This design comes from an exercise in tuning for small area, a short achievable clock period and few clock cycles per item on the open sky130 flow, not from production work. At most, simulation tests tie the RTL to the original design; equivalence was not proved. Only the layout flow was run in run 1; the RTL was not checked for function there.

==> flow/design.v <==
module UT_TOP (
    clk,
    rst_n,
    in_valid,
    in_time,
    out_valid,
    out_display,
    out_day
);
input        clk, rst_n, in_valid;
input [30:0] in_time;
output reg       out_valid;
output reg [3:0] out_display;
output reg [2:0] out_day;
reg [9:0]  R;      
reg [21:0] L;      
reg [10:0] R2;     
reg [7:0]  B;      
reg [3:0]  C2;     
reg [2:0]  W;      
reg        y20;    
reg        jf;     
reg        busy;
reg [4:0]  k;      
function ge11;       
    input [10:0] t;
    input [10:0] K;
    reg   [15:0] g, e;
    integer i, w;
    begin
        for (i = 0; i < 16; i = i + 1) begin
            g[i] = (i < 11) ? (t[i] & ~K[i]) : 1'b0;
            e[i] = (i < 11) ? ~(t[i] ^ K[i]) : 1'b1;
        end
        for (w = 1; w < 16; w = w * 2)
            for (i = 0; i < 16; i = i + 2 * w) begin
                g[i] = g[i + w] | (e[i + w] & g[i]);
                e[i] = e[i + w] & e[i];
            end
        ge11 = g[0] | e[0];
    end
endfunction
function ge24;       
    input [23:0] t;
    input [23:0] K;
    reg   [31:0] g, e;
    integer i, w;
    begin
        for (i = 0; i < 32; i = i + 1) begin
            g[i] = (i < 24) ? (t[i] & ~K[i]) : 1'b0;
            e[i] = (i < 24) ? ~(t[i] ^ K[i]) : 1'b1;
        end
        for (w = 1; w < 32; w = w * 2)
            for (i = 0; i < 32; i = i + 2 * w) begin
                g[i] = g[i + w] | (e[i + w] & g[i]);
                e[i] = e[i + w] & e[i];
            end
        ge24 = g[0] | e[0];
    end
endfunction
function [3:0] dd;
    input [3:0] d;      
    begin
        dd[0] = (~d[3] & ~d[2] & d[0]) | (d[2] & d[1] & ~d[0]) | (d[3] & ~d[0]);
        dd[1] = (~d[2] & d[1]) | (d[1] & d[0]) | (d[3] & ~d[0]);
        dd[2] = (d[2] & ~d[1] & ~d[0]) | (d[3] & d[0]);
        dd[3] = (d[2] & d[0]) | (d[2] & d[1]) | (d[3]);
    end
endfunction
function [3:0] inc10;
    input [3:0] d;      
    begin
        inc10[0] = (~d[0]);
        inc10[1] = (~d[3] & ~d[1] & d[0]) | (d[1] & ~d[0]);
        inc10[2] = (~d[2] & d[1] & d[0]) | (d[2] & ~d[1]) | (d[2] & ~d[0]);
        inc10[3] = (d[2] & d[1] & d[0]) | (d[3] & ~d[0]);
    end
endfunction
function [5:0] bq_lo;
    input [3:0] o;      
    input       a, b;
    begin
        bq_lo[0] = (b);
        bq_lo[1] = (~o[3] & ~o[2] & ~o[1] & a) | (~o[2] & o[1] & o[0] & ~a) | (o[2] & ~o[1] & ~o[0] & ~a) | (o[2] & o[1] & ~o[0] & a) | (o[3] & ~a) | (o[2] & ~o[1] & o[0] & a);
        bq_lo[2] = (o[2] & ~o[0] & ~a) | (o[2] & o[1] & ~o[0]) | (o[3] & ~o[0] & a) | (~o[2] & ~o[1] & o[0] & ~a) | (~o[3] & ~o[2] & o[0] & a);
        bq_lo[3] = (~o[2] & o[1] & ~o[0] & ~a) | (o[2] & ~o[1] & ~o[0] & a) | (o[2] & o[1] & o[0] & ~a) | (o[3] & o[0] & a);
        bq_lo[4] = (~o[2] & o[1] & a) | (~o[2] & o[1] & o[0]) | (o[2] & ~o[1] & ~o[0]) | (o[1] & o[0] & a) | (o[3]);
        bq_lo[5] = (o[2] & o[0]) | (o[2] & o[1]) | (o[3]);
    end
endfunction
function [3:0] bq_hi;
    input [3:0] t;      
    input [1:0] c;
    begin
        bq_hi[0] = (c[0]);
        bq_hi[1] = (~t[3] & ~t[2] & ~t[1] & c[1]) | (~t[2] & t[1] & t[0] & ~c[1]) | (t[2] & ~t[1] & ~t[0] & ~c[1]) | (t[2] & t[1] & ~t[0] & c[1]) | (t[3] & ~c[1]) | (t[2] & ~t[1] & t[0] & c[1]);
        bq_hi[2] = (t[2] & ~t[0] & ~c[1]) | (t[2] & t[1] & ~t[0]) | (t[3] & ~t[0] & c[1]) | (~t[2] & ~t[1] & t[0] & ~c[1]) | (~t[3] & ~t[2] & t[0] & c[1]);
        bq_hi[3] = (~t[2] & t[1] & ~t[0] & ~c[1]) | (t[2] & ~t[1] & ~t[0] & c[1]) | (t[2] & t[1] & t[0] & ~c[1]) | (t[3] & t[0] & c[1]);
    end
endfunction
function [2:0] w4;
    input [2:0] w;      
    input       a, b;
    begin
        w4[0] = (~w[2] & ~w[1] & ~w[0] & b) | (~w[1] & w[0] & a & ~b) | (~w[2] & w[1] & ~w[0] & ~b) | (w[1] & w[0] & b) | (~w[1] & ~w[0] & ~a & b) | (w[2] & w[0] & ~b) | (w[2] & w[1] & a & b) | (w[2] & w[1] & ~a & ~b);
        w4[1] = (~w[2] & ~w[1] & ~w[0] & ~a) | (~w[2] & ~w[1] & ~a & ~b) | (~w[2] & w[0] & a & b) | (~w[2] & ~w[0] & ~a & ~b) | (~w[2] & w[1] & a & b) | (w[1] & w[0] & a) | (w[2] & ~w[1] & a & ~b) | (w[2] & w[0] & ~a & b) | (w[2] & w[1] & ~a & b);
        w4[2] = (~w[2] & ~w[0] & a) | (~w[2] & ~w[1] & w[0] & ~a & ~b) | (w[2] & ~w[0] & ~a) | (w[2] & w[0] & a & b) | (w[1] & ~w[0] & ~a & b) | (~w[1] & ~w[0] & a & ~b);
    end
endfunction
function [2:0] w1;
    input [2:0] w;      
    input       a;
    begin
        w1[0] = (~w[2] & ~w[1] & ~a) | (~w[2] & w[1] & a) | (w[2] & ~w[1] & ~w[0] & a) | (w[2] & w[1] & ~a);
        w1[1] = (~w[2] & ~w[1] & ~w[0] & ~a) | (~w[2] & w[0] & a) | (w[1] & w[0]) | (w[2] & w[0] & ~a) | (w[2] & w[1] & a);
        w1[2] = (~w[2] & ~w[1] & a) | (w[2] & ~w[1] & ~w[0]) | (~w[1] & w[0] & ~a);
    end
endfunction
reg  pm0, pm1, h0, h1, n, mon;                
wire k1  = (k == 5'd1);
wire k8  = (k == 5'd8);
wire k9  = (k == 5'd9);
wire k10 = (k == 5'd10);
wire k11 = (k == 5'd11);
wire [4:0] kn = busy ? k + 5'd1 : 5'd1;       
always @(posedge clk) begin
    pm0 <= (kn <= 5'd8);                                      
    pm1 <= (kn <= 5'd7);                                      
    h0  <= (kn == 5'd9) || (kn == 5'd10);                     
    h1  <= (kn == 5'd8) || (kn == 5'd9) || (kn == 5'd10);     
    n   <= (kn >= 5'd11) && (kn <= 5'd13);                    
    mon <= (kn == 5'd10) || (kn == 5'd11);                    
end
function [10:0] rstep;
    input [10:0] t;
    input [10:0] kk;
    reg   [11:0] g, p;    
    reg   [11:0] b;       
    integer i, lvl, j;
    reg   [11:0] G, P;
    begin
        for (i = 0; i < 11; i = i + 1) begin
            g[i] = ~t[i] & kk[i];
            p[i] = ~(t[i] ^ kk[i]);
        end
        g[11] = 1'b0; p[11] = 1'b0;
        G = g; P = p;
        for (lvl = 1; lvl < 16; lvl = lvl * 2)
            for (i = 0; i < 11; i = i + 1)
                if ((i / lvl) % 2 == 1) begin
                    j = (i / lvl) * lvl - 1;
                    G[i] = G[i] | (P[i] & G[j]);
                    P[i] = P[i] & P[j];
                end
        b[0] = 1'b0;
        for (i = 1; i < 12; i = i + 1) b[i] = G[i - 1];
        rstep[10] = ~b[11];
        for (i = 0; i < 10; i = i + 1)
            rstep[i] = t[i] ^ (rstep[10] & (kk[i] ^ b[i]));
    end
endfunction
function [10:0] step;    
    input [10:0] t;
    input        m, h, n;
    begin
        step = rstep(t, ({11{m}} & 11'd675) | ({11{h}} & 11'd900) | ({11{n}} & 11'd960));
    end
endfunction
wire [10:0] s0 = step({R, L[21]}, pm0, h0, n);
wire [10:0] s1 = step({s0[9:0], L[20]}, pm1, h1, n);
wire        q0 = s0[10];
wire        q1 = s1[10];
function [11:0] rstep2;
    input [11:0] t;
    input [11:0] kk;
    reg   [12:0] g, p;    
    reg   [12:0] b;       
    integer i, lvl, j;
    reg   [12:0] G, P;
    begin
        for (i = 0; i < 12; i = i + 1) begin
            g[i] = ~t[i] & kk[i];
            p[i] = ~(t[i] ^ kk[i]);
        end
        g[12] = 1'b0; p[12] = 1'b0;
        G = g; P = p;
        for (lvl = 1; lvl < 16; lvl = lvl * 2)
            for (i = 0; i < 12; i = i + 1)
                if ((i / lvl) % 2 == 1) begin
                    j = (i / lvl) * lvl - 1;
                    G[i] = G[i] | (P[i] & G[j]);
                    P[i] = P[i] & P[j];
                end
        b[0] = 1'b0;
        for (i = 1; i < 13; i = i + 1) b[i] = G[i - 1];
        rstep2[11] = ~b[12];
        for (i = 0; i < 11; i = i + 1)
            rstep2[i] = t[i] ^ (rstep2[11] & (kk[i] ^ b[i]));
    end
endfunction
function [11:0] step2;   
    input [11:0] t;
    input        mo;
    begin
        step2 = rstep2(t, mo ? 12'd1958 : 12'd1461);
    end
endfunction
wire        b0  = k1 ? 1'b0 : (pm0 && !k9) ? L[0] : (k9 || k10);
wire        b1  = pm0 ? q0 : k9;
wire [10:0] r2i = k10 ? {R2[10:2], 2'b01} : R2;
wire [11:0] u0  = step2({r2i, b0}, mon);
wire [11:0] u1  = step2({u0[10:0], b1}, mon);
wire [5:0] blo = bq_lo(B[3:0], u0[11], u1[11]);
wire [7:0] bb3 = {bq_hi(B[7:4], blo[5:4]), blo[3:0]};
wire [2:0] w2 = k8 ? w1(W, q0) : w4(W, q0, q1);
always @(posedge clk) begin
    if (!busy) begin
        R  <= {1'b0, in_time[30:22]};
        L  <= in_time[21:0];
        R2 <= 11'd1304;
        B  <= 8'h09;
        W  <= 3'd4;
    end else begin
        R[3:0]   <= s1[3:0];
        L[21:11] <= L[19:9];
        R2[5:0]  <= u1[5:0];
        if (pm0 || h0 || n) begin
            R[9:4]  <= s1[9:4];                   
            L[10:0] <= {L[8:0], q0, q1};          
        end
        B[7:4] <= bb3[7:4];                       
        if (pm0 || k9 || mon) begin
            R2[10:6] <= u1[10:6];                 
            if (!mon) B[3:0] <= bb3[3:0];
        end
        if (pm0) W <= w2;
        if (mon) C2 <= {C2[1:0], u0[11], u1[11]};
        if (k1) y20 <= ge24({R[8:0], L[21:7]}, 24'd7395975);
        jf <= ge11(R2, 11'd1224);                 
    end
end
always @(posedge clk or negedge rst_n) begin
    if (!rst_n) begin
        busy <= 1'b0;
        k    <= 5'd0;
    end else if (in_valid) begin
        busy <= 1'b1;
        k    <= 5'd1;
    end else if (busy) begin
        k    <= k + 5'd1;
        if (k == 5'd21) busy <= 1'b0;
    end
end
wire       jfc = k10 ? ge11(R2, 11'd1224) : jf;
wire       yc  = jfc && (B[3:0] == 4'd9);
wire [3:0] yt  = yc ? inc10(B[7:4]) : B[7:4];
wire [3:0] yo  = jfc ? inc10(B[3:0]) : B[3:0];
function [4:0] mbcd;
    input [3:0] m;      
    begin
        mbcd[0] = (~m[0]);
        mbcd[1] = (~m[3] & ~m[1] & ~m[0]) | (~m[2] & m[1] & m[0]) | (m[3] & m[0]);
        mbcd[2] = (~m[3] & ~m[2] & m[0]) | (~m[3] & ~m[2] & m[1]) | (m[2] & ~m[1] & ~m[0]);
        mbcd[3] = (m[2] & ~m[1] & m[0]) | (m[2] & m[1] & ~m[0]);
        mbcd[4] = (m[2] & m[1] & m[0]) | (m[3] & ~m[1]);
    end
endfunction
wire [4:0] mb = mbcd(C2);
wire       mt = mb[4];
wire [3:0] mo = mb[3:0];
reg [5:0] fld;
always @(*) begin
    if (k[4:1] == 4'd7)      fld = {1'b0, R2[10:6]};    
    else if (k[4:1] == 4'd8) fld = {1'b0, L[10:6]};     
    else if (k[4:1] == 4'd9) fld = L[5:0];              
    else                     fld = R[9:4];              
end
wire [3:0] dA   = dd({1'b0, fld[5:3]});
wire [3:0] dB   = dd({dA[2:0], fld[2]});
wire [3:0] dC   = dd({dB[2:0], fld[1]});
wire [6:0] fb   = {dA[3], dB[3], dC[3], dC[2:0], fld[0]};
wire       dinc = (k[4:1] == 4'd7);                      
wire [3:0] fo   = dinc ? inc10(fb[3:0]) : fb[3:0];
wire       tp1  = dinc && (fb[3:0] == 4'd9);            
wire [2:0] ft   = !tp1 ? fb[6:4] : (fb[5:4] == 2'd0) ? 3'd1 : (fb[5:4] == 2'd1) ? 3'd2 : 3'd3;
reg [3:0] digit;
always @(*) begin
    case (k)
        5'd8:    digit = y20 ? 4'd2 : 4'd1;
        5'd9:    digit = y20 ? 4'd0 : 4'd9;
        5'd10:   digit = yt;
        5'd11:   digit = yo;
        5'd12:   digit = {3'b000, mt};
        5'd13:   digit = mo;
        default: digit = k[0] ? fo : {1'b0, ft};
    endcase
end
wire [2:0] wday   = k8 ? w2 : W;
wire       outing = busy && (k >= 5'd8);
always @(posedge clk or negedge rst_n) begin
    if (!rst_n) begin
        out_valid   <= 1'b0;
        out_display <= 4'd0;
        out_day     <= 3'd0;
    end else if (outing) begin
        out_valid   <= 1'b1;
        out_display <= digit;
        out_day     <= wday;
    end else begin
        out_valid   <= 1'b0;
        out_display <= 4'd0;
        out_day     <= 3'd0;
    end
end
endmodule
==> flow/flow/run.sh <==
#!/bin/bash
# The standard layout, with timing repair aiming at 11.2 ns of setup slack
# instead of 0, and the port buffers made with buf_1 cells; the clock and the
# constraints stay the design's.
set -o pipefail
bash standard.sh SETUP_SLACK_MARGIN=11.2 "BUFFER_PORTS_ARGS=-buffer_cell sky130_fd_sc_hd__buf_1" finish > standard.log 2>&1
==> flow/standard.sh <==
#!/bin/bash
# synth_recipe.tcl (not shown) runs the flow's synth.tcl, then flattens the netlist and writes it again
# the make line also repeats each setting of config.mk as NAME=value (left out here)
make -C /OpenROAD-flow-scripts/flow DESIGN_CONFIG=/design/flow/config.mk WORK_HOME=/design/flow/orfs CLKGATE_MAP_FILE= SYNTH_SCRIPT=/design/flow/synth_recipe.tcl "${@:-finish}"
==> flow/config.mk <==
export PLATFORM = sky130hd
export DESIGN_NAME = UT_TOP
export DESIGN_NICKNAME = UT_TOP
export VERILOG_FILES = /design/flow/design.v
export SDC_FILE = /design/flow/constraint.sdc
export NUM_CORES = 4
export LEC_CHECK = 0
export ABC_AREA = 1
export CAP_MARGIN = 20
export CORE_MARGIN = 2
export CORE_UTILIZATION = 40
export SLEW_MARGIN = 20
==> flow/constraint.sdc <==
create_clock -name core_clock -period 15.0 [get_ports {clk}]
set_input_delay 3.0000 -clock core_clock [delete_from_list [all_inputs] [get_ports {clk}]]
set_output_delay 3.0000 -clock core_clock [all_outputs]
set_load 0.01 [all_outputs]
==> results of run 1 <==
-- worst max path at each step --
| stage | start | end | slack (ns) | depth (start not counted) |
|---|---|---|---|---|
| 2_1_floorplan | k[0]$_DFFE_PN0P_ | R2[4]$_SDFF_PN1_ | 11.21 | 29 |
| 3_3_place_gp | n$_DFF_P_ | R[5]$_DFFE_PP_ | 10.62 | 26 |
| 3_5_place_dp | n$_DFF_P_ | R[5]$_DFFE_PP_ | 10.55 | 26 |
| 4_1_cts | out_display[1]$_DFF_PN0_ | out_display[1] | 11.15 | 1 |
| 5_1_grt | n$_DFF_P_ | R[7]$_DFFE_PP_ | 11.06 | 23 |
| 6_report | out_display[1]$_DFF_PN0_ | out_display[1] | 11.17 | 1 |
-- per-layer routing --
metal  part of all wire  routed length [um]  track usage  up-vias
li1                   -                   -            -     3131
met1               0.49                8000        0.291     2684
met2               0.44                7060        0.303      181
met3              0.060                 969       0.0493       19
met4              0.011                 178       0.0504        0
met5                  0                   0            0        -
-- flip-flops by register name (all words and copies together) (netlist names), 3 cells and up --
| register | count |
|---|---|
| B | 8 |
| C2 | 4 |
| L | 22 |
| R | 10 |
| R2 | 11 |
| W | 3 |
| k | 5 |
| out_day | 3 |
| out_display | 4 |
-- what timing repair did --
action,4_1_cts,5_1_grt
setup buffers,24,18
gates cloned,1,0
resized for setup,39,44
endpoints found under the setup margin,35,35
pin swaps,11,18
-- cells in the final DEF (no fill, tap or decap), types with 5 or more instances in the layout --
| cell type | instances |
|---|---|
| sky130_fd_sc_hd__nor2_4 | 5 |
| sky130_fd_sc_hd__nand2_2 | 15 |
| sky130_fd_sc_hd__o21ai_1 | 11 |
| sky130_fd_sc_hd__nand3_1 | 70 |
| sky130_fd_sc_hd__a21oi_1 | 46 |
| sky130_fd_sc_hd__nand2_4 | 5 |
| sky130_fd_sc_hd__inv_2 | 6 |
| sky130_fd_sc_hd__clkbuf_2 | 8 |
| sky130_fd_sc_hd__inv_4 | 5 |
| sky130_fd_sc_hd__nand4_1 | 14 |
| sky130_fd_sc_hd__o21ai_0 | 54 |
| sky130_fd_sc_hd__ha_1 | 20 |
| sky130_fd_sc_hd__nor2_1 | 69 |
| sky130_fd_sc_hd__buf_1 | 33 |
| sky130_fd_sc_hd__o211ai_1 | 8 |
| sky130_fd_sc_hd__dfxtp_1 | 39 |
| sky130_fd_sc_hd__a31oi_1 | 9 |
| sky130_fd_sc_hd__nor2_2 | 9 |
| sky130_fd_sc_hd__dfrtp_1 | 11 |
| sky130_fd_sc_hd__edfxtp_1 | 22 |
| sky130_fd_sc_hd__xor2_1 | 13 |
| sky130_fd_sc_hd__buf_4 | 42 |
| sky130_fd_sc_hd__nand3_2 | 5 |
| sky130_fd_sc_hd__nor3_1 | 8 |
| sky130_fd_sc_hd__nand2_1 | 244 |
| sky130_fd_sc_hd__xor2_2 | 6 |
| sky130_fd_sc_hd__inv_1 | 128 |
| sky130_fd_sc_hd__clkbuf_16 | 9 |
-- through the flow --
stage,hold WS (ns),std cells
2_1_floorplan,0.426,909
3_3_place_gp,0.440,1116
3_5_place_dp,0.444,1116
4_1_cts,0.457,1157
5_1_grt,0.477,1175
6_report,0.455,1175
-- logic make-up (layout without fill, tap and decap cells) --
group | count (synthesis) | after routing | share of synthesized area
buffers and inverters | 160 | 241 | 0.105
adders and majority gates | 23 | 23 | 0.0481
AOI/OAI and AO/OA | 159 | 159 | 0.155
DFF | 80 | 80 | 0.316
xor gates and xnor gates | 23 | 23 | 0.0337
and+or+nand+nor | 464 | 465 | 0.342
-- cell type report --
type / instances / area (um^2)
Multi-Input combinational cell: 670 / 3760
Tap cell: 184 / 230
Clock buffer: 9 / 225
Clock inverter: 7 / 93.8
Timing Repair Buffer: 85 / 510
Sequential cell: 80 / 1910
Fill cell: 1406 / 7310
Inverter: 140 / 548
==> results_tabular.tex, run 1 <==
\begin{tabular}{lr}
\hline
Metric & Value \\
\hline
\multicolumn{2}{l}{\textbf{Clocking}} \\
Latest clock arrival within the worst-skew pair & 0.36 ns \\
Number of levels in the clock H-tree & 3 \\
Clock input transition at the sequential cells of the worst setup and hold paths & 0.06 ns \\
Maximum clock path buffer count & 2 \\
Sinks on Clock Net & 80 \\
Root Driver & sky130\_fd\_sc\_hd\_\_clkbuf\_16 \\
Number of buffers created by CTS & 9 \\
TritonCTS clock tree & built \\
Hold Buf Count CTS & 0 \\
\multicolumn{2}{l}{\textbf{Final layout}} \\
Fraction of final layout cells sized beyond drive strength 1 & 0.164 \\
Growth of design area from synthesis to finish & 21.6\% \\
Final antenna diode count & 0 \\
Post-route design area & 0.00728 mm\^{}2 \\
End-of-flow core utilization & 0.499 \\
Final layout net count & 1043 \\
\multicolumn{2}{l}{\textbf{Die}} \\
Height of the chip & 126 um \\
\# IOs & 42 \\
Cell Rows & 44 \\
Core outline area & 0.0146 mm\^{}2 \\
DIE WIDTH & 126 um \\
Initial core utilization & 0.410 \\
Full die area & 0.0160 mm\^{}2 \\
\multicolumn{2}{l}{\textbf{Logic synthesis}} \\
Most frequent cell after synthesis & sky130\_fd\_sc\_hd\_\_nand2\_1 \\
Post-synth EDFFs & 22 \\
Main area contributors after synthesis & sky130\_fd\_sc\_hd\_\_nand2\_1 (15\%), sky130\_fd\_sc\_hd\_\_dfxtp\_1 (15\%), sky130\_fd\_sc\_hd\_\_edfxtp\_1 (11\%) \\
Number of different library cells in the post-synthesis netlist & 51 \\
Post-Syn Instances & 909 \\
Synthesized net count & 966 \\
Ranking of synthesized cells by instance count & sky130\_fd\_sc\_hd\_\_nand2\_1 (247), sky130\_fd\_sc\_hd\_\_inv\_1 (132), sky130\_fd\_sc\_hd\_\_nor2\_1 (77), sky130\_fd\_sc\_hd\_\_nand3\_1 (74), sky130\_fd\_sc\_hd\_\_o21ai\_0 (58) \\
Netlist area before placement & 0.00599 mm\^{}2 \\
Post-synthesis area per instance & 6.58 um\^{}2 \\
Fraction of synthesized cell area taken by the top area cell type & 0.155 \\
Sequential area share after synthesis & 0.316 \\
Primary FF master, synth & sky130\_fd\_sc\_hd\_\_dfxtp\_1 \\
Cell taking the most area after synthesis & sky130\_fd\_sc\_hd\_\_nand2\_1 \\
Proportion of register bits with asynchronous set or reset after synthesis & 0.175 \\
Number of warnings issued by yosys & 1 \\
Flip-flop and latch count after synthesis & 80 \\
\multicolumn{2}{l}{\textbf{Route}} \\
Pre-antenna DRT Iters & 5 \\
Count of routing violations after the opening detailed-route iteration & 443 \\
Post-Route WL & 16.2 mm \\
Post-detailed-route via-to-cell ratio & 5.12 \\
Count of unresolved DRC violations after routing & 0 \\
Remaining antenna violation count after routing & 0 \\
Total via count in the routed design & 6015 \\
Routed length per placed instance & 13.8 um \\
\multicolumn{2}{l}{\textbf{Setup path}} \\
Dominant delay contributor by cell family on the critical path & flip-flops \\
R2R depth & 28 \\
Endpoint of the worst register-to-register path & W[2]\$\_SDFFE\_PN1P\_ \\
Arrival time of the worst setup path & 0.83 ns \\
RR Startpoint & n\$\_DFF\_P\_ \\
Worst path cell trace & clkbuf\_2 \\
Bufs and invs on worst path & 1 \\
Critical Setup Path Class & reg2out \\
Kind of start point of the critical path & flip-flop \\
Worst reg-to-reg setup slack & 11.29 ns \\
Required arrival time at the worst endpoint & 12.00 ns \\
Largest stage delay on the critical path & 0.37 ns \\
Cell with the largest stage delay on the worst path & sky130\_fd\_sc\_hd\_\_dfrtp\_1 \\
Crit path capture type & output port \\
Critical-path maximum fanout & 1 \\
\multicolumn{2}{l}{\textbf{Placement}} \\
Worst setup slack before clock tree synthesis & 10.55 ns \\
Placed Instance Area & 0.00629 mm\^{}2 \\
Final RePlAce weighted congestion & 0.857 \\
Count of input and output buffers & 41 \\
DPL Wire Length & 11.2 mm \\
\multicolumn{2}{l}{\textbf{Worst hold path}} \\
WHS Path Cells & 2 \\
Endpoint with the worst hold slack & L[16]\$\_DFF\_P\_ \\
Type of the most critical hold path & reg2reg \\
Min-delay src & L[14]\$\_DFF\_P\_ \\
\multicolumn{2}{l}{\textbf{Timing}} \\
Final-report setup violation count & 0 \\
Setup repair after global routing missed its margin & yes \\
Final Max Slew Viols & 0 \\
Final hold viol count & 0 \\
Max Clock Skew & 0.00975 ns \\
Summed negative setup slack over all endpoints & 0 ns \\
Final critical-path share of the clock period & 0.256 \\
Slew @ Worst Pin & 0.726 ns \\
Final critical delay including setup and external delays & 3.83 ns \\
Achievable frequency & 261 MHz \\
Final WS setup & 11.17 ns \\
Worst slew slack as a fraction of its limit & 0.516 \\
\multicolumn{2}{l}{\textbf{Global route}} \\
Global route overflow & 0 \\
Via count of the first global-routing pass & 5452 \\
Overall global routing resource usage & 0.201 \\
First-pass GRT wire length & 26.1 mm \\
Maximum number of pins on one net before global-route repair & 50 \\
Initial antenna violation count & 0 \\
\multicolumn{2}{l}{\textbf{Job}} \\
Max-cap violations & 0 \\
\multicolumn{2}{l}{\textbf{Status}} \\
Outcome & finished clean \\
\hline
\end{tabular}
==> run 2: changes to the inputs <==
--- a/flow/design.v
+++ b/flow/design.v
@@ -241,15 +241,9 @@
 end
 always @(posedge clk or negedge rst_n) begin
-    if (!rst_n) begin
-        busy <= 1'b0;
-        k    <= 5'd0;
-    end else if (in_valid) begin
-        busy <= 1'b1;
-        k    <= 5'd1;
-    end else if (busy) begin
-        k    <= k + 5'd1;
-        if (k == 5'd21) busy <= 1'b0;
-    end
+    if (!rst_n)                 busy <= 1'b0;
+    else if (in_valid)          busy <= 1'b1;
+    else if (busy && k == 5'd21) busy <= 1'b0;
 end
+always @(posedge clk) k <= kn;
 wire       jfc = k10 ? ge11(R2, 11'd1224) : jf;
 wire       yc  = jfc && (B[3:0] == 4'd9);
--- a/flow/config.mk
+++ b/flow/config.mk
@@ -10,3 +10,4 @@
 export CORE_MARGIN = 2
 export CORE_UTILIZATION = 40
+export CTS_BUF_LIST = sky130_fd_sc_hd__clkbuf_8
 export SLEW_MARGIN = 20
==> run 2 against run 1 <==
Compared with the run above: die area decreased by 1.1%; flip-flop and latch count unchanged; clock skew increased by 0.0067 ns; clock-buffer cell count unchanged; final cell count decreased by 2.5%; critical endpoint is now out_day[0]; register-to-register slack improved by 0.11 ns; non-clock buffer count decreased by 15; synthesized area decreased by 1.1%; cell area decreased by 5.6%.
==> results_tabular.tex, run 2 <==
\begin{tabular}{lr}
\hline
Metric & Value \\
\hline
\multicolumn{2}{l}{\textbf{Status}} \\
Outcome & finished clean \\
\multicolumn{2}{l}{\textbf{Setup path}} \\
Crit path capture type & output port \\
Critical Setup Path Class & reg2out \\
Largest stage delay on the critical path & 0.37 ns \\
R2R depth & 26 \\
Critical-path maximum fanout & 1 \\
Critical Path End & out\_day[0] \\
Bufs and invs on worst path & 1 \\
Number of logic stages on the critical path including buffering & 1 \\
Worst path cell trace & clkbuf\_2 \\
Required arrival time at the worst endpoint & 12.00 ns \\
Arrival time of the worst setup path & 0.86 ns \\
Source of the critical timing path & out\_day[0]\$\_DFF\_PN0\_ \\
Cell with the largest stage delay on the worst path & sky130\_fd\_sc\_hd\_\_dfrtp\_1 \\
RR Startpoint & h0\$\_DFF\_P\_ \\
Dominant delay contributor by cell family on the critical path & flip-flops \\
Worst reg-to-reg setup slack & 11.40 ns \\
Endpoint of the worst register-to-register path & R[5]\$\_DFFE\_PP\_ \\
Kind of start point of the critical path & flip-flop \\
\multicolumn{2}{l}{\textbf{Logic synthesis}} \\
Synthesized net count & 947 \\
Post-synthesis area per instance & 6.65 um\^{}2 \\
Ranking of synthesized cells by instance count & sky130\_fd\_sc\_hd\_\_nand2\_1 (224), sky130\_fd\_sc\_hd\_\_inv\_1 (136), sky130\_fd\_sc\_hd\_\_nor2\_1 (89), sky130\_fd\_sc\_hd\_\_nand3\_1 (67), sky130\_fd\_sc\_hd\_\_o21ai\_0 (54) \\
Main area contributors after synthesis & sky130\_fd\_sc\_hd\_\_dfxtp\_1 (17\%), sky130\_fd\_sc\_hd\_\_nand2\_1 (14\%), sky130\_fd\_sc\_hd\_\_edfxtp\_1 (11\%) \\
Sequential area share after synthesis & 0.315 \\
Cell taking the most area after synthesis & sky130\_fd\_sc\_hd\_\_dfxtp\_1 \\
Fraction of synthesized cell area taken by the top area cell type & 0.166 \\
Proportion of register bits with asynchronous set or reset after synthesis & 0.113 \\
Post-Syn Instances & 890 \\
Netlist area before placement & 0.00592 mm\^{}2 \\
Number of different library cells in the post-synthesis netlist & 52 \\
Most frequent cell after synthesis & sky130\_fd\_sc\_hd\_\_nand2\_1 \\
Flip-flop and latch count after synthesis & 80 \\
Primary FF master, synth & sky130\_fd\_sc\_hd\_\_dfxtp\_1 \\
Post-synth EDFFs & 22 \\
Number of warnings issued by yosys & 1 \\
\multicolumn{2}{l}{\textbf{Final layout}} \\
Final antenna diode count & 0 \\
Growth of design area from synthesis to finish & 16.0\% \\
Number of flip-flops under the largest register name & 22 \\
Fraction of final layout cells sized beyond drive strength 1 & 0.138 \\
Post-route design area & 0.00687 mm\^{}2 \\
Most frequent cells in the layout & sky130\_fd\_sc\_hd\_\_nand2\_1 (220), sky130\_fd\_sc\_hd\_\_inv\_1 (133), sky130\_fd\_sc\_hd\_\_nor2\_1 (80) \\
Filler Cell Count & 1506 \\
Largest Register & L \\
Area of combinational cells with multiple inputs & 0.00360 mm\^{}2 \\
Most common cell after layout, fill and taps aside & sky130\_fd\_sc\_hd\_\_nand2\_1 \\
Final layout net count & 1014 \\
Leading registers by flop count & L x22, R2 x11, R x10 \\
Sequential cell area & 0.00188 mm\^{}2 \\
\multicolumn{2}{l}{\textbf{Route}} \\
Count of unresolved DRC violations after routing & 0 \\
Total via count in the routed design & 5910 \\
Post-Route WL & 15.7 mm \\
Count of routing violations after the opening detailed-route iteration & 463 \\
Routed length per placed instance & 13.7 um \\
Remaining antenna violation count after routing & 0 \\
Post-detailed-route via-to-cell ratio & 5.16 \\
Pre-antenna DRT Iters & 5 \\
\multicolumn{2}{l}{\textbf{Clocking}} \\
TritonCTS clock tree & built \\
Clock input transition at the sequential cells of the worst setup and hold paths & 0.10 ns \\
Hold Buf Count CTS & 0 \\
Number of levels in the clock H-tree & 3 \\
Maximum clock path buffer count & 2 \\
Root Driver & sky130\_fd\_sc\_hd\_\_clkbuf\_8 \\
Sinks on Clock Net & 80 \\
Number of buffers created by CTS & 9 \\
Latest clock arrival within the worst-skew pair & 0.38 ns \\
\multicolumn{2}{l}{\textbf{Global route}} \\
Via count of the first global-routing pass & 5476 \\
Maximum number of pins on one net before global-route repair & 44 \\
First-pass GRT wire length & 25.9 mm \\
Initial antenna violation count & 0 \\
Overall global routing resource usage & 0.199 \\
Global route overflow & 0 \\
\multicolumn{2}{l}{\textbf{Timing}} \\
Final critical-path share of the clock period & 0.258 \\
Worst slew slack as a fraction of its limit & 0.424 \\
Max Clock Skew & 0.0165 ns \\
Achievable frequency & 259 MHz \\
Slew @ Worst Pin & 0.857 ns \\
Final hold viol count & 0 \\
Final Max Slew Viols & 0 \\
Final-report setup violation count & 0 \\
Summed negative setup slack over all endpoints & 0 ns \\
Final critical delay including setup and external delays & 3.86 ns \\
Setup repair after global routing missed its margin & yes \\
\multicolumn{2}{l}{\textbf{Die}} \\
DIE WIDTH & 126 um \\
Initial core utilization & 0.409 \\
Cell Rows & 44 \\
Full die area & 0.0158 mm\^{}2 \\
\# IOs & 42 \\
Height of the chip & 126 um \\
Core outline area & 0.0145 mm\^{}2 \\
\multicolumn{2}{l}{\textbf{Placement}} \\
Final RePlAce weighted congestion & 0.858 \\
Count of input and output buffers & 41 \\
Placed Instance Area & 0.00626 mm\^{}2 \\
DPL Wire Length & 11.4 mm \\
\multicolumn{2}{l}{\textbf{Worst hold path}} \\
Type of the most critical hold path & reg2reg \\
WHS Path Cells & 2 \\
\multicolumn{2}{l}{\textbf{Job}} \\
Max-cap violations & 0 \\
\hline
\end{tabular}
run 2: kinds of logic (layout without fill, tap and decap cells):
logic type,count (synthesis),in the layout,synth area share
AND/OR/NAND/NOR,442,442,0.332
AO/OA/AOI/OAI,161,161,0.165
XOR/XNOR,23,23,0.0340
buffers and inverters,161,233,0.105
adder cells (fa/ha/maj),23,23,0.0486
flip-flops,80,80,0.315
run 2: worst min-delay path, delay by kind of cell, from the launching register on:
family | cells | cell delay [ns]
DFF | 1 | 0.32
and+or+nand+nor | 2 | 0.10
run 2: per-stage QoR:
| stage | cells | util | hold WS (ns) | worst slack [ns] |
|---|---|---|---|---|
| after floorplan | 890 | - | 0.426 | 11.22 |
| after global placement | 1103 | 0.432 | 0.446 | 10.81 |
| after detailed placement | 1103 | 0.432 | 0.443 | 10.72 |
| after CTS | 1130 | 0.457 | 0.456 | 11.11 |
| after global routing | 1146 | 0.475 | 0.483 | 11.09 |
| final | 1146 | 0.475 | 0.456 | 11.14 |
run 2: worst min path at each step:
stage          slack [ns]           from       endpoint
3_3_place_gp         0.45  L[19]$_DFF_P_  L[21]$_DFF_P_
4_1_cts              0.46  L[14]$_DFF_P_  L[16]$_DFF_P_
2_1_floorplan        0.43  L[19]$_DFF_P_  L[21]$_DFF_P_
3_5_place_dp         0.44  L[18]$_DFF_P_  L[20]$_DFF_P_
6_report             0.46  L[14]$_DFF_P_  L[16]$_DFF_P_
5_1_grt              0.48  L[14]$_DFF_P_  L[16]$_DFF_P_
run 2: repair_timing:
action | 4_1_cts | 5_1_grt
hold endpoints to repair | 0 | 0
resized for setup | 21 | 43
setup endpoints to repair | 35 | 35
pin swaps | 5 | 15
buffers inserted | 11 | 16
run 2: layer usage:
layer  track usage  routed length (um)
met4        0.0686                 313
met2         0.308                6780
met1         0.286                7920
met5             0                   0
met3        0.0272                 719
run 2: final cells by class:
| type | count | share of cell area |
|---|---|---|
| Timing Repair Buffer | 70 | 0.0585 |
| Sequential cell | 80 | 0.274 |
| Multi-Input combinational cell | 649 | 0.524 |
| Clock inverter | 7 | 0.00911 |
| Tap cell | 184 | 0.0335 |
| Inverter | 147 | 0.0830 |
| Clock buffer | 9 | 0.0180 |
Testbench counts of run 2, summed over its fixed seeds: cycles 55,200, items 2,400.
==> run 3: changes to the inputs <==
==> flow/flow/run.sh (replaced) <==
#!/bin/bash
# The standard layout, with timing repair aiming at 11.1 ns of setup slack
# instead of 0, and the port buffers made with buf_1 cells; the clock and the
# constraints stay the design's.
set -o pipefail
bash standard.sh SETUP_SLACK_MARGIN=11.1 "BUFFER_PORTS_ARGS=-buffer_cell sky130_fd_sc_hd__buf_1" finish > standard.log 2>&1
--- a/flow/config.mk
+++ b/flow/config.mk
@@ -6,8 +6,6 @@
 export NUM_CORES = 4
 export LEC_CHECK = 0
-export ABC_AREA = 1
 export CAP_MARGIN = 20
 export CORE_MARGIN = 2
 export CORE_UTILIZATION = 40
-export CTS_BUF_LIST = sky130_fd_sc_hd__clkbuf_8
 export SLEW_MARGIN = 20
==> run 3 against run 2 <==
Compared with the run above: still clean on timing, DRC and antenna; die area up 5.1%; clock skew down 0.0053 ns; fmax down 10%; first-iteration DRC count down 19%; flip-flop and latch count unchanged; wire length up 13%; via count up 1.6%; synthesized area up 5.3%; critical endpoint is now W[0]$_SDFFE_PN0P_.
==> results_tabular.tex, run 3 <==
\begin{tabular}{lr}
\hline
Metric & Value \\
\hline
\multicolumn{2}{l}{\textbf{Job}} \\
Max-cap violations & 0 \\
\multicolumn{2}{l}{\textbf{Route}} \\
Count of routing violations after the opening detailed-route iteration & 373 \\
Remaining antenna violation count after routing & 0 \\
Count of unresolved DRC violations after routing & 0 \\
Pre-antenna DRT Iters & 5 \\
Post-detailed-route via-to-cell ratio & 5.84 \\
Routed length per placed instance & 17.3 um \\
Total via count in the routed design & 6007 \\
Post-Route WL & 17.8 mm \\
\multicolumn{2}{l}{\textbf{Placement}} \\
Worst setup slack before clock tree synthesis & 9.54 ns \\
DPL Wire Length & 12.2 mm \\
Final RePlAce weighted congestion & 0.884 \\
Total placed cells including tap cells & 959 \\
Count of input and output buffers & 41 \\
\multicolumn{2}{l}{\textbf{Clocking}} \\
Number of levels in the clock H-tree & 3 \\
Root Driver & sky130\_fd\_sc\_hd\_\_clkbuf\_16 \\
Clock input transition at the sequential cells of the worst setup and hold paths & 0.07 ns \\
Number of buffers created by CTS & 9 \\
Hold Buf Count CTS & 0 \\
TritonCTS clock tree & built \\
Maximum clock path buffer count & 2 \\
Latest clock arrival within the worst-skew pair & 0.35 ns \\
Sinks on Clock Net & 80 \\
\multicolumn{2}{l}{\textbf{Timing}} \\
Final Max Slew Viols & 0 \\
Final WS setup & 10.69 ns \\
Summed negative setup slack over all endpoints & 0 ns \\
Achievable frequency & 232 MHz \\
Slew @ Worst Pin & 0.896 ns \\
Final critical delay including setup and external delays & 4.31 ns \\
Final critical-path share of the clock period & 0.287 \\
Final hold viol count & 0 \\
Final-report setup violation count & 0 \\
Max Clock Skew & 0.0111 ns \\
Final hold slack & 0.484 ns \\
Setup repair after global routing missed its margin & yes \\
Worst slew slack as a fraction of its limit & 0.403 \\
\multicolumn{2}{l}{\textbf{Logic synthesis}} \\
Ranking of synthesized cells by instance count & sky130\_fd\_sc\_hd\_\_nand2\_1 (83), sky130\_fd\_sc\_hd\_\_nor2\_1 (80), sky130\_fd\_sc\_hd\_\_a21oi\_1 (52), sky130\_fd\_sc\_hd\_\_dfxtp\_1 (49), sky130\_fd\_sc\_hd\_\_o21ai\_0 (44) \\
Flip-flop and latch count after synthesis & 80 \\
Netlist area before placement & 0.00623 mm\^{}2 \\
Proportion of register bits with asynchronous set or reset after synthesis & 0.113 \\
Fraction of synthesized cell area in xor and xnor cells & 0.0759 \\
Multiplexer share of the synthesized area & 0.0706 \\
Compound-cell area share of the yosys netlist & 0.223 \\
Primary FF master, synth & sky130\_fd\_sc\_hd\_\_dfxtp\_1 \\
Post-synth EDFFs & 22 \\
Largest family of logic cells by synthesized area & simple AND/OR/NAND/NOR gates \\
Simple-gate portion of the synthesized area & 0.234 \\
Post-synthesis area per instance & 8.09 um\^{}2 \\
Cell taking the most area after synthesis & sky130\_fd\_sc\_hd\_\_dfxtp\_1 \\
Synthesized net count & 828 \\
Main area contributors after synthesis & sky130\_fd\_sc\_hd\_\_dfxtp\_1 (16\%), sky130\_fd\_sc\_hd\_\_edfxtp\_1 (11\%), sky130\_fd\_sc\_hd\_\_mux2\_2 (5.8\%) \\
Fraction of synthesized cell area taken by the top area cell type & 0.157 \\
Number of different library cells in the post-synthesis netlist & 81 \\
Number of warnings issued by yosys & 1 \\
Sequential area share after synthesis & 0.299 \\
Most frequent cell after synthesis & sky130\_fd\_sc\_hd\_\_nand2\_1 \\
Post-Synth Adder-Cell Area & 0.0494 \\
Post-Syn Instances & 771 \\
\multicolumn{2}{l}{\textbf{Setup path}} \\
Critical-path maximum fanout & 4 \\
Required arrival time at the worst endpoint & 15.23 ns \\
Crit path capture type & flip-flop \\
Largest stage delay on the critical path & 0.36 ns \\
Worst path cell trace & or2\_4, nor2\_4, inv\_4, ha\_4, a211oi\_2, o32a\_1, and2\_4, buf\_4, nand3\_1, xnor2\_2, ha\_1, a21o\_4, nand3\_1, o211ai\_1, a31o\_2, a21oi\_4, buf\_4, or3\_4, a32oi\_2, nor3\_2, a311o\_1 \\
Bufs and invs on worst path & 3 \\
Arrival time of the worst setup path & 4.54 ns \\
Critical Setup Path Class & reg2reg \\
Cell with the largest stage delay on the worst path & sky130\_fd\_sc\_hd\_\_dfxtp\_4 \\
Dominant delay contributor by cell family on the critical path & compound AO/OA/AOI/OAI gates \\
Kind of start point of the critical path & flip-flop \\
\multicolumn{2}{l}{\textbf{Global route}} \\
Initial antenna violation count & 0 \\
Global route overflow & 0 \\
Via count of the first global-routing pass & 5682 \\
First-pass GRT wire length & 28.2 mm \\
Maximum number of pins on one net before global-route repair & 67 \\
Overall global routing resource usage & 0.213 \\
\multicolumn{2}{l}{\textbf{Final layout}} \\
Final antenna diode count & 0 \\
Leading registers by flop count & L x22, R2 x11, R x10 \\
Number of flip-flops under the largest register name & 22 \\
Largest Register & L \\
Number of standard cells in the final layout excluding fillers & 1028 \\
Most common cell after layout, fill and taps aside & sky130\_fd\_sc\_hd\_\_nand2\_1 \\
Final layout net count & 892 \\
Growth of design area from synthesis to finish & 24.4\% \\
Most frequent cells in the layout & sky130\_fd\_sc\_hd\_\_nand2\_1 (78), sky130\_fd\_sc\_hd\_\_nor2\_1 (69), sky130\_fd\_sc\_hd\_\_buf\_4 (48) \\
Fraction of final layout cells sized beyond drive strength 1 & 0.245 \\
\multicolumn{2}{l}{\textbf{Die}} \\
DIE WIDTH & 129 um \\
Cell Rows & 45 \\
Initial core utilization & 0.410 \\
Core outline area & 0.0152 mm\^{}2 \\
Full die area & 0.0166 mm\^{}2 \\
Height of the chip & 129 um \\
\# IOs & 42 \\
\multicolumn{2}{l}{\textbf{Worst hold path}} \\
Type of the most critical hold path & reg2reg \\
\multicolumn{2}{l}{\textbf{Status}} \\
Outcome & finished clean \\
\hline
\end{tabular}
==> run 3: final cells by class <==
| cell class | count | area, um^2 |
|---|---|---|
| Clock buffer | 10 | 229 |
| Clock inverter | 6 | 115 |
| Fill cell | 1451 | 7450 |
| Inverter | 33 | 155 |
| Multi-Input combinational cell | 617 | 4550 |
| Sequential cell | 80 | 1890 |
| Tap cell | 188 | 235 |
| Timing Repair Buffer | 94 | 581 |
==> run 3: cell families after synthesis <==
group / after synthesis
compound gates: 204
xor+xnor: 54
fa+ha+maj: 25
buf+inv: 75
flops: 80
mux: 40
simple gates: 293
==> run 3: per-layer routing <==
layer	share of wire	vias up	wire length (um)	track usage
met5	0	-	0	0
met4	0.014	0	247	0.0492
met3	0.040	24	714	0.0345
met2	0.46	172	8270	0.345
met1	0.48	2872	8580	0.299
li1	-	2939	-	-
==> run 3: path summary, 6_finish.rpt <==
check	cells past startpoint	end	slack (ns)	startpoint
worst max-delay path	21	W[0]$_SDFFE_PN0P_	10.69	h0$_DFF_P_
worst min-delay path	1	L[19]$_DFF_P_	0.48	L[17]$_DFF_P_
worst max register to register	21	W[0]$_SDFFE_PN0P_	10.69	h0$_DFF_P_
worst min register to register	1	L[19]$_DFF_P_	0.48	L[17]$_DFF_P_
max in group asynchronous	1	busy$_DFFE_PN0P_	12.09	rst_n
min in group asynchronous	1	out_display[0]$_DFF_PN0_	2.57	rst_n
==> run 3: metrics by stage <==
| stage | area [um^2] | util |
|---|---|---|
| after global routing | 7750 | 0.510 |
| after global placement | 6680 | 0.439 |
| after CTS | 7480 | 0.492 |
| after detailed placement | 6680 | 0.439 |
| after floorplan | 6520 | - |
| final | 7750 | 0.510 |
==> run 3: timing repair <==
item                                    4_1_cts  5_1_grt
resized for setup                            35       38
pin swaps                                    33       26
buffers inserted                             39       13
endpoints found under the setup margin       27       28
cloned                                        1        0
==> run 4: changes to the inputs <==
--- a/flow/config.mk
+++ b/flow/config.mk
@@ -6,4 +6,5 @@
 export NUM_CORES = 4
 export LEC_CHECK = 0
+export ABC_AREA = 1
 export CAP_MARGIN = 20
 export CORE_MARGIN = 2
==> run 4 against run 3 <==
Compared with the run above: die area is 4.9% lower; via count is 2.4% lower; non-clock buffer count is 32 lower; clock skew hardly changed; worst hold slack worse by 0.031 ns; worst setup slack better by 0.47 ns; critical path depth is 20 lower; largest cell class unchanged.
==> results_tabular.tex, run 4 <==
\begin{tabular}{lr}
\hline
Metric & Value \\
\hline
\multicolumn{2}{l}{\textbf{Status}} \\
Outcome & finished clean \\
\multicolumn{2}{l}{\textbf{Logic synthesis}} \\
Sequential area share after synthesis & 0.315 \\
Synthesized net count & 947 \\
Netlist area before placement & 0.00592 mm\^{}2 \\
Flip-flop and latch count after synthesis & 80 \\
Number of different library cells in the post-synthesis netlist & 52 \\
Proportion of register bits with asynchronous set or reset after synthesis & 0.113 \\
Primary FF master, synth & sky130\_fd\_sc\_hd\_\_dfxtp\_1 \\
Most frequent cell after synthesis & sky130\_fd\_sc\_hd\_\_nand2\_1 \\
Main area contributors after synthesis & sky130\_fd\_sc\_hd\_\_dfxtp\_1 (17\%), sky130\_fd\_sc\_hd\_\_nand2\_1 (14\%), sky130\_fd\_sc\_hd\_\_edfxtp\_1 (11\%) \\
Number of warnings issued by yosys & 1 \\
Fraction of synthesized cell area taken by the top area cell type & 0.166 \\
Ranking of synthesized cells by instance count & sky130\_fd\_sc\_hd\_\_nand2\_1 (224), sky130\_fd\_sc\_hd\_\_inv\_1 (136), sky130\_fd\_sc\_hd\_\_nor2\_1 (89), sky130\_fd\_sc\_hd\_\_nand3\_1 (67), sky130\_fd\_sc\_hd\_\_o21ai\_0 (54) \\
Post-synthesis area per instance & 6.65 um\^{}2 \\
Post-synth EDFFs & 22 \\
Cell taking the most area after synthesis & sky130\_fd\_sc\_hd\_\_dfxtp\_1 \\
Post-Syn Instances & 890 \\
\multicolumn{2}{l}{\textbf{Route}} \\
Post-detailed-route via-to-cell ratio & 5.15 \\
Post-Route WL & 15.7 mm \\
Remaining antenna violation count after routing & 0 \\
Pre-antenna DRT Iters & 7 \\
Top routing layer used & met4 \\
Routed length per placed instance & 13.8 um \\
Met3 WL post-DR & 879 um \\
Total via count in the routed design & 5862 \\
Count of unresolved DRC violations after routing & 0 \\
WL met2 & 6.53 mm \\
Count of routing violations after the opening detailed-route iteration & 412 \\
Metal-1 WL & 7.81 mm \\
\multicolumn{2}{l}{\textbf{Placement}} \\
Worst setup slack before clock tree synthesis & 10.60 ns \\
DPL Wire Length & 11.4 mm \\
Count of input and output buffers & 41 \\
Final RePlAce weighted congestion & 0.912 \\
\multicolumn{2}{l}{\textbf{Setup path}} \\
Kind of start point of the critical path & flip-flop \\
Required arrival time at the worst endpoint & 12.00 ns \\
Arrival time of the worst setup path & 0.85 ns \\
Critical-path maximum fanout & 1 \\
Worst reg-to-reg setup slack & 11.31 ns \\
Crit path capture type & output port \\
Bufs and invs on worst path & 1 \\
Largest stage delay on the critical path & 0.36 ns \\
Cell with the largest stage delay on the worst path & sky130\_fd\_sc\_hd\_\_dfrtp\_1 \\
Critical Setup Path Class & reg2out \\
Worst path cell trace & buf\_1 \\
Dominant delay contributor by cell family on the critical path & flip-flops \\
\multicolumn{2}{l}{\textbf{Final layout}} \\
Most frequent cells in the layout & sky130\_fd\_sc\_hd\_\_nand2\_1 (219), sky130\_fd\_sc\_hd\_\_inv\_1 (134), sky130\_fd\_sc\_hd\_\_nor2\_1 (80) \\
Number of flip-flops under the largest register name & 22 \\
Final layout net count & 1007 \\
Growth of design area from synthesis to finish & 17.0\% \\
Fraction of final layout cells sized beyond drive strength 1 & 0.120 \\
Leading registers by flop count & L x22, R2 x11, R x10 \\
Most common cell after layout, fill and taps aside & sky130\_fd\_sc\_hd\_\_nand2\_1 \\
Largest Register & L \\
Final antenna diode count & 0 \\
End-of-flow core utilization & 0.478 \\
\multicolumn{2}{l}{\textbf{Clocking}} \\
Number of buffers created by CTS & 9 \\
TritonCTS clock tree & built \\
Clock input transition at the sequential cells of the worst setup and hold paths & 0.07 ns \\
Hold Buf Count CTS & 0 \\
Number of levels in the clock H-tree & 3 \\
Latest clock arrival within the worst-skew pair & 0.36 ns \\
Sinks on Clock Net & 80 \\
Maximum clock path buffer count & 2 \\
Root Driver & sky130\_fd\_sc\_hd\_\_clkbuf\_16 \\
\multicolumn{2}{l}{\textbf{Die}} \\
DIE WIDTH & 126 um \\
Full die area & 0.0158 mm\^{}2 \\
Initial core utilization & 0.409 \\
Core outline area & 0.0145 mm\^{}2 \\
Cell Rows & 44 \\
\# IOs & 42 \\
Height of the chip & 126 um \\
\multicolumn{2}{l}{\textbf{Timing}} \\
Final critical delay including setup and external delays & 3.85 ns \\
Slew @ Worst Pin & 0.797 ns \\
Final Max Slew Viols & 0 \\
Setup repair after global routing missed its margin & no \\
Final-report setup violation count & 0 \\
Worst slew slack as a fraction of its limit & 0.465 \\
Summed negative setup slack over all endpoints & 0 ns \\
Max Clock Skew & 0.0115 ns \\
Achievable frequency & 260 MHz \\
Final critical-path share of the clock period & 0.256 \\
Final hold viol count & 0 \\
Final WS setup & 11.15 ns \\
\multicolumn{2}{l}{\textbf{Worst hold path}} \\
Type of the most critical hold path & reg2reg \\
\multicolumn{2}{l}{\textbf{Global route}} \\
Via count of the first global-routing pass & 5423 \\
Initial antenna violation count & 0 \\
Overall global routing resource usage & 0.203 \\
Maximum number of pins on one net before global-route repair & 44 \\
Global route overflow & 0 \\
First-pass GRT wire length & 26.0 mm \\
\multicolumn{2}{l}{\textbf{Job}} \\
Max-cap violations & 0 \\
\hline
\end{tabular}
run 4: cell types whose count changed after synthesis, moves of 13 or more:
cell	before	now
sky130_fd_sc_hd__mux2_2	32	0
sky130_fd_sc_hd__xnor2_1	37	4
sky130_fd_sc_hd__clkbuf_1	34	11
sky130_fd_sc_hd__nand2_1	83	224
sky130_fd_sc_hd__inv_1	30	136
sky130_fd_sc_hd__nand3_1	20	67
sky130_fd_sc_hd__and2_1	14	1
run 4: area by class of cell:
class | count | area, um^2
well taps | 184 | 230
repair buffers | 62 | 312
clock inverters | 6 | 108
flip-flops and latches | 80 | 1880
multi-input cells | 650 | 3600
fillers | 1492 | 7550
inverters | 147 | 568
clock buffers | 10 | 229
run 4: stage by stage:
stage          instances  instance area [um^2]  hold WS (ns)
6_report            1139                  6930         0.453
5_1_grt             1139                  6930         0.470
4_1_cts             1123                  6690         0.455
3_5_place_dp        1103                  6250         0.442
3_3_place_gp        1103                  6250         0.438
2_1_floorplan        890                  5920         0.426
run 4: metal layers:
metal,GRT usage,vias up
met3,0.0353,33
li1,-,3042
met4,0.100,0
met1,0.286,2616
met2,0.300,171
met5,0,-
run 4: worst register-to-register path, stage by stage (launching register included):
cell,delay [ns]
sky130_fd_sc_hd__dfxtp_4,0.36
sky130_fd_sc_hd__nor2_4,0.12
sky130_fd_sc_hd__inv_1,0.09
sky130_fd_sc_hd__nor2_4,0.11
sky130_fd_sc_hd__inv_2,0.07
sky130_fd_sc_hd__ha_4,0.22
sky130_fd_sc_hd__nand2_2,0.07
sky130_fd_sc_hd__inv_1,0.05
sky130_fd_sc_hd__a221oi_2,0.23
sky130_fd_sc_hd__nand2_2,0.12
sky130_fd_sc_hd__nand2_4,0.09
sky130_fd_sc_hd__nand3_2,0.09
sky130_fd_sc_hd__xnor2_2,0.18
sky130_fd_sc_hd__inv_1,0.07
sky130_fd_sc_hd__ha_1,0.27
sky130_fd_sc_hd__a31o_2,0.27
sky130_fd_sc_hd__a21oi_2,0.16
sky130_fd_sc_hd__nor2_2,0.08
sky130_fd_sc_hd__nand3_1,0.08
sky130_fd_sc_hd__nand2_2,0.08
sky130_fd_sc_hd__nand2_2,0.09
sky130_fd_sc_hd__nand2_4,0.09
sky130_fd_sc_hd__buf_4,0.15
sky130_fd_sc_hd__nor3_1,0.14
sky130_fd_sc_hd__nand3b_1,0.13
sky130_fd_sc_hd__nand2_1,0.05
run 4: repair_timing:
item,CTS,global route
pin swaps,3,12
hold endpoints to repair,0,0
endpoints found under the setup margin,26,27
buffers inserted,4,15
gates resized for setup,18,33
cloned,0,1
run 4: cell families after synthesis:
family,share of synthesized area
AOI/OAI and AO/OA,0.165
xor gates and xnor gates,0.0340
adders and majority gates,0.0486
buffers and inverters,0.105
DFF,0.315
and+or+nand+nor,0.332
run 4: final timing paths:
kind | start | cells after the start | to
setup / recovery | out_day[0]$_DFF_PN0_ | 1 | out_day[0]
hold / removal | L[19]$_DFF_P_ | 2 | L[21]$_DFF_P_
setup reg to reg | n$_DFF_P_ | 25 | R[6]$_DFFE_PP_
hold reg to reg | L[19]$_DFF_P_ | 2 | L[21]$_DFF_P_
max in group asynchronous | rst_n | 1 | out_day[1]$_DFF_PN0_
min in group asynchronous | rst_n | 1 | out_day[2]$_DFF_PN0_
==> run 5: changes to the inputs <==
--- a/flow/config.mk
+++ b/flow/config.mk
@@ -10,3 +10,4 @@
 export CORE_MARGIN = 2
 export CORE_UTILIZATION = 40
+export CTS_BUF_LIST = sky130_fd_sc_hd__clkbuf_8 sky130_fd_sc_hd__clkbuf_16
 export SLEW_MARGIN = 20
==> run 5 against run 4 <==
Compared with the run above: worst hold slack about the same; synthesized cell count unchanged; cell area stayed put; fmax about the same; sequential share of layout area unchanged; via count grew 0.34%; final cell count is the same; global-route usage stayed put; utilization is the same; largest cell class unchanged; highest routed layer unchanged.
==> results_tabular.tex, run 5 <==
\begin{tabular}{lr}
\hline
Metric & Value \\
\hline
\multicolumn{2}{l}{\textbf{Timing}} \\
Achievable frequency & 260 MHz \\
Final critical-path share of the clock period & 0.256 \\
Worst slew slack as a fraction of its limit & 0.463 \\
Final-report setup violation count & 0 \\
Setup repair after global routing missed its margin & no \\
Max Clock Skew & 0.0112 ns \\
Final hold slack & 0.453 ns \\
Final Max Slew Viols & 0 \\
Final critical delay including setup and external delays & 3.84 ns \\
Slew @ Worst Pin & 0.800 ns \\
Summed negative setup slack over all endpoints & 0 ns \\
Final hold viol count & 0 \\
\multicolumn{2}{l}{\textbf{Die}} \\
Initial core utilization & 0.409 \\
Cell Rows & 44 \\
Core outline area & 0.0145 mm\^{}2 \\
Height of the chip & 126 um \\
Full die area & 0.0158 mm\^{}2 \\
DIE WIDTH & 126 um \\
\# IOs & 42 \\
\multicolumn{2}{l}{\textbf{Clocking}} \\
Sinks on Clock Net & 80 \\
Maximum clock path buffer count & 2 \\
TritonCTS clock tree & built \\
Root Driver & sky130\_fd\_sc\_hd\_\_clkbuf\_16 \\
Number of buffers created by CTS & 9 \\
Clock input transition at the sequential cells of the worst setup and hold paths & 0.07 ns \\
Number of levels in the clock H-tree & 3 \\
Hold Buf Count CTS & 0 \\
Latest clock arrival within the worst-skew pair & 0.36 ns \\
\multicolumn{2}{l}{\textbf{Global route}} \\
Via count of the first global-routing pass & 5423 \\
Maximum number of pins on one net before global-route repair & 44 \\
Overall global routing resource usage & 0.203 \\
Initial antenna violation count & 0 \\
Global route overflow & 0 \\
First-pass GRT wire length & 26.0 mm \\
\multicolumn{2}{l}{\textbf{Final layout}} \\
Final layout net count & 1007 \\
Most frequent cells in the layout & sky130\_fd\_sc\_hd\_\_nand2\_1 (219), sky130\_fd\_sc\_hd\_\_inv\_1 (135), sky130\_fd\_sc\_hd\_\_nor2\_1 (80) \\
Post-route design area & 0.00693 mm\^{}2 \\
Fraction of final layout cells sized beyond drive strength 1 & 0.120 \\
Number of flip-flops under the largest register name & 22 \\
Leading registers by flop count & L x22, R2 x11, R x10 \\
Final antenna diode count & 0 \\
Number of standard cells in the final layout excluding fillers & 1139 \\
Most common cell after layout, fill and taps aside & sky130\_fd\_sc\_hd\_\_nand2\_1 \\
Growth of design area from synthesis to finish & 17.0\% \\
Largest Register & L \\
\multicolumn{2}{l}{\textbf{Worst hold path}} \\
Type of the most critical hold path & reg2reg \\
\multicolumn{2}{l}{\textbf{Logic synthesis}} \\
Post-synth EDFFs & 22 \\
Most frequent cell after synthesis & sky130\_fd\_sc\_hd\_\_nand2\_1 \\
Fraction of synthesized cell area taken by the top area cell type & 0.166 \\
Primary FF master, synth & sky130\_fd\_sc\_hd\_\_dfxtp\_1 \\
Main area contributors after synthesis & sky130\_fd\_sc\_hd\_\_dfxtp\_1 (17\%), sky130\_fd\_sc\_hd\_\_nand2\_1 (14\%), sky130\_fd\_sc\_hd\_\_edfxtp\_1 (11\%) \\
Cell taking the most area after synthesis & sky130\_fd\_sc\_hd\_\_dfxtp\_1 \\
Number of warnings issued by yosys & 1 \\
Ranking of synthesized cells by instance count & sky130\_fd\_sc\_hd\_\_nand2\_1 (224), sky130\_fd\_sc\_hd\_\_inv\_1 (136), sky130\_fd\_sc\_hd\_\_nor2\_1 (89), sky130\_fd\_sc\_hd\_\_nand3\_1 (67), sky130\_fd\_sc\_hd\_\_o21ai\_0 (54) \\
Post-synthesis area per instance & 6.65 um\^{}2 \\
Flip-flop and latch count after synthesis & 80 \\
Sequential area share after synthesis & 0.315 \\
Netlist area before placement & 0.00592 mm\^{}2 \\
Number of different library cells in the post-synthesis netlist & 52 \\
Post-Syn Instances & 890 \\
Synthesized net count & 947 \\
Proportion of register bits with asynchronous set or reset after synthesis & 0.113 \\
\multicolumn{2}{l}{\textbf{Setup path}} \\
Crit path capture type & output port \\
Cell with the largest stage delay on the worst path & sky130\_fd\_sc\_hd\_\_dfrtp\_1 \\
Required arrival time at the worst endpoint & 12.00 ns \\
Largest stage delay on the critical path & 0.36 ns \\
Critical-path maximum fanout & 1 \\
Kind of start point of the critical path & flip-flop \\
Bufs and invs on worst path & 1 \\
Arrival time of the worst setup path & 0.84 ns \\
Critical Setup Path Class & reg2out \\
Worst reg-to-reg setup slack & 11.31 ns \\
Worst path cell trace & buf\_1 \\
Dominant delay contributor by cell family on the critical path & flip-flops \\
\multicolumn{2}{l}{\textbf{Placement}} \\
Final RePlAce weighted congestion & 0.912 \\
Placed Instance Area & 0.00625 mm\^{}2 \\
Total placed cells including tap cells & 1103 \\
DPL Wire Length & 11.4 mm \\
Count of input and output buffers & 41 \\
\multicolumn{2}{l}{\textbf{Status}} \\
Outcome & finished clean \\
\multicolumn{2}{l}{\textbf{Route}} \\
Pre-antenna DRT Iters & 7 \\
Total via count in the routed design & 5882 \\
Remaining antenna violation count after routing & 0 \\
Metal-1 WL & 7.79 mm \\
Count of unresolved DRC violations after routing & 0 \\
Count of routing violations after the opening detailed-route iteration & 420 \\
Routed length per placed instance & 13.8 um \\
WL met2 & 6.52 mm \\
Post-detailed-route via-to-cell ratio & 5.16 \\
Met3 WL post-DR & 896 um \\
Post-Route WL & 15.7 mm \\
Top routing layer used & met4 \\
\multicolumn{2}{l}{\textbf{Job}} \\
Max-cap violations & 0 \\
\hline
\end{tabular}
## run 5: cell counts after synthesis
Identical to the previous run, type by type.
## run 5: through the flow
stage | setup WS, ns | util
floorplan | 11.10 | -
global placement | 10.78 | 0.432
detailed placement | 10.60 | 0.432
CTS | 11.07 | 0.462
global route | 11.06 | 0.478
finish | 11.16 | 0.478
## run 5: tightest hold or removal path, stage by stage (launching register included)
cell	delay [ns]
sky130_fd_sc_hd__dfxtp_1	0.31
sky130_fd_sc_hd__nand2_1	0.06
sky130_fd_sc_hd__nand2_1	0.05
## run 5: layout make-up
type	instances	area (um^2)
Inverter	147	568
Multi-Input combinational cell	650	3600
Clock buffer	9	225
Tap cell	184	230
Timing Repair Buffer	62	312
Fill cell	1492	7550
Sequential cell	80	1880
Clock inverter	7	111
## run 5: final timing paths
kind	cells past startpoint	to	startpoint
setup / recovery	1	out_day[0]	out_day[0]$_DFF_PN0_
hold / removal	2	L[21]$_DFF_P_	L[19]$_DFF_P_
setup reg to reg	25	R[6]$_DFFE_PP_	n$_DFF_P_
hold reg to reg	2	L[21]$_DFF_P_	L[19]$_DFF_P_
max in group asynchronous	1	out_day[1]$_DFF_PN0_	rst_n
min in group asynchronous	1	out_day[2]$_DFF_PN0_	rst_n
## run 5: logic make-up after synthesis
logic type | synth area share
simple gates | 0.332
xor+xnor | 0.0340
compound gates | 0.165
fa+ha+maj | 0.0486
flops | 0.315
buf+inv | 0.105
## run 5: layer usage
metal,vias up,global-route usage
met5,-,0
met1,2631,0.286
met4,0,0.100
met2,174,0.300
li1,3043,-
met3,34,0.0353
## run 5: timing repair
item / in CTS / in global routing
pin swaps: 3 / 12
endpoints found under the setup margin: 26 / 27
setup buffers: 4 / 15
gates cloned: 0 / 1
gates resized for setup: 18 / 33

==> static timing again, ports no longer ideal <==
The flow's constraints put no driver on any port. The routed layouts listed below were extracted and timed again, unchanged, in two steps. Step 1: set_driving_cell puts a clkbuf_16 on clk and a buf_2 on each other input, an assumption about the parent block. Step 2 times the ports against the registers' clock, not the clock port: input delays grow and output delays shrink by t, the midpoint of the rising clock arrivals with the driver on. a / b / c = no drivers / after step 1 / after step 2; a / b = the first two.
run	shift t [ns]	setup WS [ns]	slew at the worst register clock pin (ns)
run 1	0.391	11.166 / 11.126 / 11.286	0.07 / 0.07
run 2	0.405	11.137 / 11.100 / 11.398	0.10 / 0.10
run 3	0.385	10.689 / 10.689 / 10.689	0.07 / 0.07
run 4	0.395	11.155 / 11.115 / 11.313	0.07 / 0.07
run 5	0.395	11.155 / 11.116 / 11.311	0.07 / 0.07
After both steps setup and hold are still met in every run listed.
